Context: an optimization exercise on an open-source flow, tuned for small area. The choices shown serve that exercise and are no tape-out recipe.
RTL that was checked went through simulation tests only; none was proved equivalent to the original.
The clock input has no modelled driver; a real chip could not lean on it and would need a root buffer or a full tree.
Power figures rest on the tool's default switching activity, not on a simulated workload.

Design DisplayModule, start of the top module:
module DisplayModule(
    input clk,
    input rst,
    input buttonU,
    input buttonL,
    input buttonR,
    input buttonD,
    input sw0,
    input sw1,
    output [3:0] an,
    output [6:0] sev_seg,
    output dp
    );
Size in the first run: roughly 86 flip-flops, roughly 20 I/O pins.
clock: 10.0 ns
lec_check: 0
cap_margin: 20
core_margin: 2
core_utilization: 40
slew_margin: 20
standard.sh (not shown) runs the stock make flow with config.mk's settings and CLKGATE_MAP_FILE= SYNTH_SCRIPT=/design/flow/synth_recipe.tcl, a recipe that flattens the netlist after the stock synthesis.
==> flow/flow/run.sh <==
#!/bin/bash
# Own layout flow: the standard flow (standard.sh), with these changes:
#  - the combinational logic is mapped with several area-oriented ABC scripts
#    (flow/abc_*.script, by flow/abc_pick.tcl) and the smallest mapping is
#    kept, in place of ORFS's speed script; the flip-flops come from the
#    unchanged standard synthesis steps (dfflibmap runs before abc);
#  - the port buffers are the smallest buffer cell;
#  - the clock is buffered by flow/pre_cts.tcl (three clock buffers, each
#    driving the flip-flops of one region) in place of TritonCTS.
# Each tool's output goes to a log file in this folder.
set -euo pipefail
W=$(pwd)
# synthesis script: synth_recipe.tcl with abc wrapped by abc_pick.tcl
{
  head -n 1 synth_recipe.tcl
  echo "set ::ABC_PICK_SCRIPTS [lsort [glob $W/flow/abc_*.script]]"
  echo "source $W/flow/abc_pick.tcl"
  tail -n +2 synth_recipe.tcl
} > own_synth.tcl
sed -e "s#SYNTH_SCRIPT=[^ ]*#SYNTH_SCRIPT=$W/own_synth.tcl#" \
    -e "s#CLKGATE_MAP_FILE= #CLKGATE_MAP_FILE= 'BUFFER_PORTS_ARGS=-buffer_cell sky130_fd_sc_hd__buf_1' PRE_CTS_TCL=$W/flow/pre_cts.tcl #" \
    standard.sh > own_standard.sh
bash own_standard.sh > flow_make.log 2>&1
Other scripts of this flow, unchanged in this note and not shown: flow/flow/abc_a5.script, flow/flow/abc_b3.script, flow/flow/abc_b8.script, flow/flow/abc_c1.script, flow/flow/abc_c7.script, flow/flow/abc_d6.script, flow/flow/abc_e1.script, flow/flow/abc_e2.script, flow/flow/abc_e3.script, flow/flow/abc_e4.script, flow/flow/abc_f1.script, flow/flow/abc_f4.script, flow/flow/abc_g2.script, flow/flow/abc_g5.script, flow/flow/abc_g6.script, flow/flow/abc_pick.tcl, flow/flow/pre_cts.tcl
The baseline finished clean.
Edit:
--- a/flow/design.v
+++ b/flow/design.v
@@ -38,53 +38,59 @@
     wire sec_low = (sec[13:0] == 14'h1555);
     wire sec_zero = sec_low & sec[14];
     always @(posedge clk)
         if (rst) sec <= 15'h5555;
         else sec <= {~sec[13:0], sec[14] ^ sec[13] ^ sec_low};
     wire k2mod6 = m3b & ~p2;
     wire e240 = k2mod6 & m23_ph22;
     wire e30  = ~p2 & m547_ph546;
     wire p30  = p2 & m547_ph2;
     wire e2   = k2mod6 & m2731_ph2730;
     wire div0 = sec_zero;
     wire [3:0] b = {buttonU, buttonL, buttonR, buttonD};
-    reg [3:0] s0, s1, ed;
+    reg [3:0] s0, s1;
+    reg ev; reg [1:0] ei;
+    wire [3:0] E = s0 & ~s1;
+    wire one = (E == 4'b1000) | (E == 4'b0100) | (E == 4'b0010) | (E == 4'b0001);
     always @(posedge clk) begin
         if (rst) s0 <= 4'b0;
         else if (e30) s0 <= b;
     end
     always @(posedge clk) begin
         if (e30) begin
-            s1 <= s0; ed <= s0 & ~s1;
+            s1 <= s0;
+            ev <= one;
+            ei <= {one & (E[1] | E[0]), (one & (E[2] | E[0])) | (~one & (|E))};
         end
     end
-    wire [3:0] pulse = p30 ? ed : 4'b0;
+    wire pv = p30 & ev;
+    wire pany = p30 & (ev | ei[0]);
     reg [1:0] swd;
     always @(posedge clk) begin
         if (rst) swd <= 2'b0;
         else swd <= {swd[0], sw0 | sw1};
     end
-    wire load = (|pulse) | swd[1];
+    wire load = pany | swd[1];
     function [4:0] fwd(input [4:0] j); fwd = {j[3:0], ~j[4]}; endfunction
     function [4:0] bwd(input [4:0] j); bwd = {~j[0], j[4:1]}; endfunction
     reg [4:0] j0, j1, j2, j3;    
     wire z0 = ~j0[4] & ~j0[0], z1 = ~j1[4] & ~j1[0], z2 = ~j2[4] & ~j2[0], z3 = ~j3[4] & ~j3[0];
     wire qz = z0 & z1 & z2 & z3;
     wire swr = sw0 | sw1;
     wire K = rst | (load & swr);               
     wire A = load & ~swr & ~rst;               
-    wire sU = pulse[3] & ~pulse[2] & ~pulse[1] & ~pulse[0];
-    wire sL = ~pulse[3] & pulse[2] & ~pulse[1] & ~pulse[0];
-    wire sR = ~pulse[3] & ~pulse[2] & pulse[1] & ~pulse[0];
-    wire sD = ~pulse[3] & ~pulse[2] & ~pulse[1] & pulse[0];
+    wire sU = pv & ~ei[1] & ~ei[0];
+    wire sL = pv & ~ei[1] & ei[0];
+    wire sR = pv & ei[1] & ~ei[0];
+    wire sD = pv & ei[1] & ei[0];
     wire t9 = j1[4] & ~j1[3], t_ge2 = j1[1] | j1[4], t_ge5 = j1[4];
     wire c1 = (sU & t9) | (sL & t_ge2) | (sD & t_ge5);
     wire h9 = j2[4] & ~j2[3], h8 = j2[3] & ~j2[2], h_ge8 = j2[4] & ~j2[2], h_ge5 = j2[4], h4 = j2[3] & ~j2[4];
     wire c2 = (sU & c1 & h9) | (sL & (h9 | (h8 & c1))) | (sR & h_ge8) | (sD & (h_ge5 | (h4 & c1)));
     wire sat = c2 & j3[4] & ~j3[3];
     wire As = A & ~sat;
     wire N = A & sat;                          
     wire M0 = div0 & ~qz & ~load & ~rst;       
     wire M1 = M0 & z0, M2 = M1 & z1, M3 = M2 & z2;
     wire U1 = As & sU, L1 = As & sL, D1 = As & sD;
     wire H1 = As & ((sU & c1) | (sL & ~c1)), H2 = As & ((sL & c1) | sR);
     wire H5 = As & sD & ~c1, H6 = As & sD & c1;
Outcome: The changed run finished clean. Hold slack loses 0.0073 ns. Critical path depth drops by 5. Sequential cell count went down by 1. Power went down by 2.7%. Via count grows by 2.1%. Setup slack gets better by 0.070 ns. Global-route usage is higher by 0.80 points. Routed wire length climbs by 3.0%. Design area barely changes. Sequential power drops by about 3%. Core utilization hardly moves. Synthesized cell count is higher by 1.3%.
No run of this note takes its clock network from TritonCTS; it comes from the design's own scripts or RTL.

The RTL this note starts from:
==> flow/design.v <==
`timescale 1ns / 1ps
module DisplayModule(
    input clk,
    input rst,
    input buttonU,
    input buttonL,
    input buttonR,
    input buttonD,
    input sw0,
    input sw1,
    output [3:0] an,
    output [6:0] sev_seg,
    output dp
    );
    reg p2, m3a, m3b;
    always @(posedge clk) begin
        p2  <= ~(rst | p2);
        m3a <= ~(rst | m3a | m3b);
        m3b <= ~rst & m3a;
    end
    reg [4:0] m23;
    wire m23_ph22 = ((m23 & 5'h16) == 5'h14);
    always @(posedge clk)
        if (rst | m23_ph22) m23 <= 5'h0;
        else m23 <= {~m23[3:0], m23[4] ^ m23[1]};
    reg [9:0] m547;
    wire m547_ph546 = ((m547 & 10'h13f) == 10'h0);
    wire m547_ph2 = ((m547 & 10'h2af) == 10'h82);
    always @(posedge clk)
        if (rst | m547_ph546) m547 <= 10'h124;
        else m547 <= {~m547[8:0], m547[9] ^ m547[6]};
    reg [11:0] m2731;
    wire m2731_ph2730 = ((m2731 & 12'hf5f) == 12'h0);
    always @(posedge clk)
        if (rst | m2731_ph2730) m2731 <= 12'hc9;
        else m2731 <= {~m2731[10:0], m2731[11] ^ m2731[0]};
    reg [14:0] sec;
    wire sec_low = (sec[13:0] == 14'h1555);
    wire sec_zero = sec_low & sec[14];
    always @(posedge clk)
        if (rst) sec <= 15'h5555;
        else sec <= {~sec[13:0], sec[14] ^ sec[13] ^ sec_low};
    wire k2mod6 = m3b & ~p2;
    wire e240 = k2mod6 & m23_ph22;
    wire e30  = ~p2 & m547_ph546;
    wire p30  = p2 & m547_ph2;
    wire e2   = k2mod6 & m2731_ph2730;
    wire div0 = sec_zero;
    wire [3:0] b = {buttonU, buttonL, buttonR, buttonD};
    reg [3:0] s0, s1, ed;
    always @(posedge clk) begin
        if (rst) s0 <= 4'b0;
        else if (e30) s0 <= b;
    end
    always @(posedge clk) begin
        if (e30) begin
            s1 <= s0; ed <= s0 & ~s1;
        end
    end
    wire [3:0] pulse = p30 ? ed : 4'b0;
    reg [1:0] swd;
    always @(posedge clk) begin
        if (rst) swd <= 2'b0;
        else swd <= {swd[0], sw0 | sw1};
    end
    wire load = (|pulse) | swd[1];
    function [4:0] fwd(input [4:0] j); fwd = {j[3:0], ~j[4]}; endfunction
    function [4:0] bwd(input [4:0] j); bwd = {~j[0], j[4:1]}; endfunction
    reg [4:0] j0, j1, j2, j3;    
    wire z0 = ~j0[4] & ~j0[0], z1 = ~j1[4] & ~j1[0], z2 = ~j2[4] & ~j2[0], z3 = ~j3[4] & ~j3[0];
    wire qz = z0 & z1 & z2 & z3;
    wire swr = sw0 | sw1;
    wire K = rst | (load & swr);               
    wire A = load & ~swr & ~rst;               
    wire sU = pulse[3] & ~pulse[2] & ~pulse[1] & ~pulse[0];
    wire sL = ~pulse[3] & pulse[2] & ~pulse[1] & ~pulse[0];
    wire sR = ~pulse[3] & ~pulse[2] & pulse[1] & ~pulse[0];
    wire sD = ~pulse[3] & ~pulse[2] & ~pulse[1] & pulse[0];
    wire t9 = j1[4] & ~j1[3], t_ge2 = j1[1] | j1[4], t_ge5 = j1[4];
    wire c1 = (sU & t9) | (sL & t_ge2) | (sD & t_ge5);
    wire h9 = j2[4] & ~j2[3], h8 = j2[3] & ~j2[2], h_ge8 = j2[4] & ~j2[2], h_ge5 = j2[4], h4 = j2[3] & ~j2[4];
    wire c2 = (sU & c1 & h9) | (sL & (h9 | (h8 & c1))) | (sR & h_ge8) | (sD & (h_ge5 | (h4 & c1)));
    wire sat = c2 & j3[4] & ~j3[3];
    wire As = A & ~sat;
    wire N = A & sat;                          
    wire M0 = div0 & ~qz & ~load & ~rst;       
    wire M1 = M0 & z0, M2 = M1 & z1, M3 = M2 & z2;
    wire U1 = As & sU, L1 = As & sL, D1 = As & sD;
    wire H1 = As & ((sU & c1) | (sL & ~c1)), H2 = As & ((sL & c1) | sR);
    wire H5 = As & sD & ~c1, H6 = As & sD & c1;
    wire T1 = As & c2;
    wire K5 = load & sw1 & ~sw0 & ~rst, K1 = load & sw0 & ~sw1 & ~rst;
    wire k0 = ~(K | N | M0);
    wire k1 = ~(K | N | M1 | U1 | L1 | D1);
    wire k2 = ~(K | N | M2 | H1 | H2 | H5 | H6);
    wire k3 = ~(K | M3 | T1);
    wire [4:0] nine = 5'b10000;
    always @(posedge clk) begin
        j0 <= ({5{k0}} & j0) | ({5{N}} & nine) | ({5{M0}} & bwd(j0)) | {5{K5}};
        j1 <= ({5{k1}} & j1) | ({5{N}} & nine) | ({5{M1}} & bwd(j1)) | ({5{U1}} & fwd(j1))
            | ({5{L1}} & bwd(bwd(j1))) | ({5{D1}} & ~j1) | {4'b0, K1};
        j2 <= ({5{k2}} & j2) | ({5{N}} & nine) | ({5{M2}} & bwd(j2)) | ({5{H1}} & fwd(j2))
            | ({5{H2}} & fwd(fwd(j2))) | ({5{H5}} & ~j2) | ({5{H6}} & fwd(~j2)) | {3'b0, K5, K5};
        j3 <= ({5{k3}} & j3) | ({5{M3}} & bwd(j3)) | ({5{T1}} & fwd(j3));
    end
    reg started;
    reg [1:0] g;
    reg [4:0] dig;
    wire sel0 = e240 & g[1] & ~g[0], sel1 = e240 & ~g[1] & ~g[0];
    wire sel2 = e240 & ~g[1] & g[0],  sel3 = e240 & g[1] & g[0];
    wire keep = ~e240 & ~rst;
    always @(posedge clk) begin
        if (rst) begin
            started <= 1'b0; g <= 2'b10;
        end else if (e240) begin
            started <= 1'b1; g <= {g[0], ~g[1]};
        end
        dig <= ({5{sel0 & ~rst}} & j0) | ({5{sel1 & ~rst}} & j1) | ({5{sel2 & ~rst}} & j2)
             | ({5{sel3 & ~rst}} & j3) | ({5{keep}} & dig) | {rst, rst, 3'b0};
    end
    assign dp = started;
    assign an[0] = started & (g[1] | g[0]);
    assign an[1] = started & (g[1] | ~g[0]);
    assign an[2] = started & ~(g[1] & g[0]);
    assign an[3] = started & ~(g[1] & ~g[0]);
    wire [4:0] j = dig;
    wire [6:0] hx;
    assign hx[0] = (~j[1] & j[2]) | (~j[1] & ~j[4]);
    assign hx[1] = (~j[1] & j[2]) | (j[0] & ~j[3]);
    assign hx[2] = (~j[3] & j[4]) | (j[0] & ~j[1]) | (~j[1] & j[2]) | (j[0] & j[2]);
    assign hx[3] = (~j[3] & j[4]) | (j[0] & ~j[1]) | (~j[1] & j[2]) | (j[3] & ~j[4]);
    assign hx[4] = j[1] & ~j[2];
    assign hx[5] = j[1] & j[4];
    assign hx[6] = (j[0] & ~j[1]) | (j[3] & ~j[4]);
    reg blink;
    always @(posedge clk) begin
        if (rst) blink <= 1'b0;
        else if (e2) blink <= qz & ~blink;
    end
    wire odd0 = (~j0[3] & j0[4]) | (j0[0] & ~j0[1]) | (~j0[1] & j0[2]) | (j0[0] & j0[4]) | (j0[2] & ~j0[3]);
    wire flash = odd0 & ~j2[1] & ~j2[4] & z3 & ~load;
    assign sev_seg = hx | {7{flash | blink}};
endmodule
clock: 10.0 ns
lec_check: 0
cap_margin: 20
core_margin: 2
core_utilization: 40
slew_margin: 20
==> flow/flow/run.sh <==
#!/bin/bash
# Own layout flow: the standard flow (standard.sh), with these changes:
#  - the combinational logic is mapped with an area-oriented ABC script
#    (flow/area.script) instead of ORFS's speed script; the flip-flops come
#    from the unchanged standard synthesis steps (dfflibmap runs before abc);
#  - the port buffers are the smallest buffer cell;
#  - the clock is buffered by flow/pre_cts.tcl (a few clock buffers, each
#    driving the flip-flops of one region) in place of TritonCTS.
# Each tool's output goes to a log file in this folder.
set -euo pipefail
W=$(pwd)
# synthesis script: synth_recipe.tcl with abc's -script replaced
{
  head -n 1 synth_recipe.tcl
  echo "proc abc {args} { set i [lsearch \$args -script]; set args [lreplace \$args [expr {\$i+1}] [expr {\$i+1}] $W/flow/area.script]; yosys abc {*}\$args }"
  tail -n +2 synth_recipe.tcl
} > own_synth.tcl
sed -e "s#SYNTH_SCRIPT=[^ ]*#SYNTH_SCRIPT=$W/own_synth.tcl#" \
    -e "s#CLKGATE_MAP_FILE= #CLKGATE_MAP_FILE= 'BUFFER_PORTS_ARGS=-buffer_cell sky130_fd_sc_hd__buf_1' PRE_CTS_TCL=$W/flow/pre_cts.tcl #" \
    standard.sh > own_standard.sh
bash own_standard.sh > flow_make.log 2>&1
Other scripts of this flow, unchanged in this note and not shown: flow/flow/area.script, flow/flow/pre_cts.tcl
Next try:
--- a/flow/design.v
+++ b/flow/design.v
@@ -25,13 +25,13 @@
         else m23 <= {~m23[3:0], m23[4] ^ m23[1]};
     reg [9:0] m547;
-    wire m547_ph546 = ((m547 & 10'h13f) == 10'h0);
-    wire m547_ph2 = ((m547 & 10'h2af) == 10'h82);
+    wire m547_ph546 = ((m547 & 10'h26e) == 10'h46);
+    wire m547_ph2 = ((m547 & 10'h36f) == 10'h2);
     always @(posedge clk)
-        if (rst | m547_ph546) m547 <= 10'h124;
-        else m547 <= {~m547[8:0], m547[9] ^ m547[6]};
+        if (rst | m547_ph546) m547 <= 10'h0;
+        else m547 <= {~m547[8:0], m547[9] ^ m547[2]};
     reg [11:0] m2731;
-    wire m2731_ph2730 = ((m2731 & 12'hf5f) == 12'h0);
+    wire m2731_ph2730 = ((m2731 & 12'hdbf) == 12'h127);
     always @(posedge clk)
-        if (rst | m2731_ph2730) m2731 <= 12'hc9;
+        if (rst | m2731_ph2730) m2731 <= 12'h0;
         else m2731 <= {~m2731[10:0], m2731[11] ^ m2731[0]};
     reg [14:0] sec;
Result: Power shrinks by 1.5%. Die area stays flat. Synthesized cell count fell by 1.3%. Hold slack is better by 0.0082 ns. Cell area barely changes. Global-route usage is higher by 0.17 points. Cell count came out lower by 0.98%. Clock skew is lower by 0.0050 ns. Core utilization grows by 0.13 points. Worst setup slack got worse by 0.10 ns. Maximum frequency fell by 2.1%.
The RTL of the first run of this note was laid out without a check of its function. In every run of this note, the design's own scripts or RTL, not TritonCTS, make the clock network.

## afterwards: timing with drivers on the ports
The flow's constraints put no driver on any port. The routed layouts listed below were extracted and timed again, unchanged, in two steps. Step 1 assumes that a clkbuf_16 drives the clock port and a buf_2 every other input. Step 2, shift: input delay + t, output delay - t, t = (earliest + latest rising clock arrival at the registers) / 2. This alone moves slack from input paths to output paths. a / b / c = ideal / step 1 / step 2; a / b = the first two.
run | shift t [ns] | slack for setup (ns) | clock arrival spread, ns
the first run of note 1 | 0.223 | 5.539 / 5.574 / 5.359 | 0.013 / 0.013
the second run of note 1 | 0.224 | 5.609 / 5.649 / 5.426 | 0.012 / 0.011
the first run of note 2 | 0.227 | 5.316 / 5.257 / 5.414 | 0.019 / 0.019
the second run of note 2 | 0.221 | 5.216 / 5.159 / 5.175 | 0.014 / 0.014
After both steps setup and hold are still met in every run listed. For the second run of note 1, which loses most, drivers alone change the setup slack by +0.040 ns; drivers and shift together by -0.183 ns.
